Source: an optimization exercise on an open RTL-to-GDS flow (aim: small area, a short achievable clock period and few clock cycles). Production flows keep margins and buffers that such runs may drop.
At most, simulation tests tie the RTL to the original design; equivalence was not proved.
Power is estimated from default activity; no workload was simulated.

## GCD
module GCD(
	input clk,
	input rst,
	input start,
	input [7:0] A,
	input [7:0] B,
	output [7:0] gcd_result,
	output ready
);
Size in the first run: about 370 cells after synthesis, about 28 I/O pins, ~2400 um^2 of cells after synthesis.
==> flow/config.mk <==
export PLATFORM = sky130hd
export DESIGN_NAME = GCD
export DESIGN_NICKNAME = GCD
export VERILOG_FILES = /design/flow/design.v
export SDC_FILE = /design/flow/constraint.sdc
export NUM_CORES = 4
export LEC_CHECK = 0
export ABC_AREA = 1
export CAP_MARGIN = 20
export CORE_MARGIN = 2
export CORE_UTILIZATION = 40
export SETUP_SLACK_MARGIN = 2.15
export SLEW_MARGIN = 20
==> flow/constraint.sdc <==
create_clock -name core_clock -period 4.0 [get_ports {clk}]
set_input_delay 0.8000 -clock core_clock [delete_from_list [all_inputs] [get_ports {clk}]]
set_output_delay 0.8000 -clock core_clock [all_outputs]
set_load 0.01 [all_outputs]
standard.sh (not shown) runs the stock make flow with config.mk's settings and CLKGATE_MAP_FILE= SYNTH_SCRIPT=/design/flow/synth_recipe.tcl, a recipe that flattens the netlist after the stock synthesis.
==> flow/flow/run.sh <==
#!/bin/bash
set -euo pipefail
bash standard.sh 'BUFFER_PORTS_ARGS=-buffer_cell sky130_fd_sc_hd__buf_2' ADDER_MAP_FILE= \
  'SETUP_MOVE_SEQUENCE=sizeup,swap' SKIP_GATE_CLONING=1 SKIP_LAST_GASP=1 \
  finish > standard_flow.log 2>&1
Testbench counts at the start, summed over its fixed seeds: cycles 34,956.
Next try:
==> flow/flow/run.sh (replaced) <==
#!/bin/bash
set -euo pipefail
bash standard.sh 'BUFFER_PORTS_ARGS=-buffer_cell sky130_fd_sc_hd__buf_2' ADDER_MAP_FILE= \
  finish > standard_flow.log 2>&1
Settings changed: CORE_UTILIZATION 40 to 65, SETUP_SLACK_MARGIN 2.15 to unset.
=>
- The new run completed without violations
- utilization went up by 24 points
- first-iteration DRC count came out higher by 31%
- clock power shrinks by 27%
Next try:
Settings changed: CORE_UTILIZATION 65 to 40.
Wire length increases by 6.9%. Synthesized area does not change. Count of clock-buffer cells in the layout increases by 1.


Another version of the RTL of GCD (not shown whole).
Size in the first run: about 320 cells after synthesis, roughly 17 flip-flops, roughly 28 I/O pins.
==> flow/design.v (excerpt) <==
module GCD(
	input clk,
	input rst,
	input start,
	input [7:0] A,
	input [7:0] B,
	output [7:0] gcd_result,
	output ready
);
reg [5:0] a_h;
reg [5:0] b_h;
reg       a0;
reg [2:0] k;
reg       busy;
function [2:0] ctz8(input [7:0] v);
	casez (v)
		8'b???????1: ctz8 = 3'd0;
		8'b??????10: ctz8 = 3'd1;
		8'b?????100: ctz8 = 3'd2;
		8'b????1000: ctz8 = 3'd3;
		8'b???10000: ctz8 = 3'd4;
		8'b??100000: ctz8 = 3'd5;
		8'b?1000000: ctz8 = 3'd6;
		default:     ctz8 = 3'd7;
	endcase
endfunction
function [5:0] oddhi(input [7:0] v);
	reg [7:0] x;
	reg [7:0] sh;
	begin
		x = v ^ {8{v[7]}};
		sh = x >> ctz8(v);
		oddhi = sh[6:1];
	end
endfunction
wire       za = (A == 8'd0);
wire       zb = (B == 8'd0);
wire [5:0] ha = oddhi(A);
wire [5:0] hb = oddhi(B);
wire [5:0] a_init = za ? hb : ha;
wire [5:0] b_init = zb ? ha : hb;
wire [2:0] k_init = ctz8(A | B);
wire       a0_init = ~(za & zb);
wire [6:0] d = {1'b0, a_h} - {1'b0, b_h};
wire       s = d[6];                  
wire [5:0] m = d[5:0] ^ {6{s}};
wire [5:0] u = a_h ^ b_h;
function [2:0] ctz6(input [5:0] v);
	casez (v)
		6'b?????1: ctz6 = 3'd0;
		6'b????10: ctz6 = 3'd1;
		6'b???100: ctz6 = 3'd2;
		6'b??1000: ctz6 = 3'd3;
		6'b?10000: ctz6 = 3'd4;
		default:   ctz6 = 3'd5;
	endcase
endfunction
wire [5:0] b_step = m >> (ctz6(u) + 3'd1);
wire [5:0] a_step = s ? a_h : b_h;
wire eq = (u == 6'd0) | (a_h == 6'd0) | (b_h == 6'd0);    
always @(posedge clk) begin
	if (start) begin
		a_h <= a_init;
		b_h <= b_init;
		k   <= k_init;
		a0  <= a0_init;
	end else begin
		a_h <= a_step;
		b_h <= b_step;
	end
end
always @(posedge clk) begin
	if (rst)
		busy <= 1'b0;
	else if (start)
		busy <= 1'b1;
	else if (eq)
		busy <= 1'b0;
end
assign ready = busy & eq;
assign gcd_result = {a_h & b_h, a0} << k;
endmodule
==> flow/config.mk <==
export PLATFORM = sky130hd
export DESIGN_NAME = GCD
export DESIGN_NICKNAME = GCD
export VERILOG_FILES = /design/flow/design.v
export SDC_FILE = /design/flow/constraint.sdc
export NUM_CORES = 4
export LEC_CHECK = 0
export CAP_MARGIN = 20
export CORE_MARGIN = 2
export CORE_UTILIZATION = 40
export SETUP_SLACK_MARGIN = 1.0
export SLEW_MARGIN = 20
==> flow/constraint.sdc <==
create_clock -name core_clock -period 4.0 [get_ports {clk}]
set_input_delay 0.8000 -clock core_clock [delete_from_list [all_inputs] [get_ports {clk}]]
set_output_delay 0.8000 -clock core_clock [all_outputs]
set_load 0.01 [all_outputs]
run.sh (not shown) runs the stock make flow with config.mk's settings and CLKGATE_MAP_FILE= SYNTH_SCRIPT=/design/flow/synth_recipe.tcl, a recipe that flattens the netlist after the stock synthesis.
Stock flow here: none of the scripts above is used.
The first run passed the timing, DRC and antenna checks.
Rerun with:
Settings changed: SETUP_SLACK_MARGIN 1.0 to 1.5.
The changed run finished clean.
Global-route usage is higher by 1.8 points.
Final cell count is higher by 8.8%.
Wire length rose by 24%.
Critical path depth rose by 1.
Rerun with:
Settings changed: SETUP_SLACK_MARGIN 1.5 to unset.
Setup slack got worse by 0.45 ns; final cell count decreases by a little under a tenth; via count goes down by roughly a tenth; sequential share of layout area increases by 3.2 points; global-route usage falls by 1.8 points; maximum frequency fell by about a fifth; clock power goes down by a few percent; total power went down by about a fifth; utilization went down by 13 points; routed wire length fell by about a fifth.
No run of this note included a check of the RTL's function; only the layout flow was run.

afterwards: timing with drivers on the ports:
No port has a modelled driver above. Below, the same layouts with a new extraction and two added sets of constraints.
Step 1 (the two cells are an assumption about what drives the block):
set clk [get_ports {clk}]
set_driving_cell -lib_cell sky130_fd_sc_hd__clkbuf_16 $clk
set_driving_cell -lib_cell sky130_fd_sc_hd__buf_2 [delete_from_list [all_inputs] $clk]
Step 2, shift: input delay + t, output delay - t, t = (earliest + latest rising clock arrival at the registers) / 2. This alone moves slack from input paths to output paths.
a / b / c = ideal / step 1 / step 2; a / b = the first two.
| run | t (ns) | setup WS [ns] | worst hold slack (ns) | worst register clock-pin slew, ns |
|---|---|---|---|---|
| the first run of note 1 | 0.291 | 2.061 / 2.019 / 1.727 | 0.482 / 0.482 / 0.482 | 0.08 / 0.08 |
| the second run of note 1 | 0.330 | 1.948 / 1.950 / 1.620 | 0.500 / 0.500 / 0.500 | 0.12 / 0.12 |
| the third run of note 1 | 0.287 | 1.824 / 1.831 / 1.544 | 0.483 / 0.483 / 0.483 | 0.08 / 0.08 |
| the first run of note 2 | 0.271 | 1.103 / 1.078 / 0.933 | 0.558 / 0.558 / 0.558 | 0.07 / 0.07 |
| the second run of note 2 | 0.271 | 1.395 / 1.373 / 1.286 | 0.543 / 0.543 / 0.543 | 0.08 / 0.08 |
| the third run of note 2 | 0.267 | 0.950 / 0.927 / 0.688 | 0.556 / 0.556 / 0.556 | 0.07 / 0.07 |
After both steps setup and hold are still met in every run listed. For the first run of note 1, which loses most, drivers alone change the setup slack by -0.042 ns; drivers and shift together by -0.334 ns.
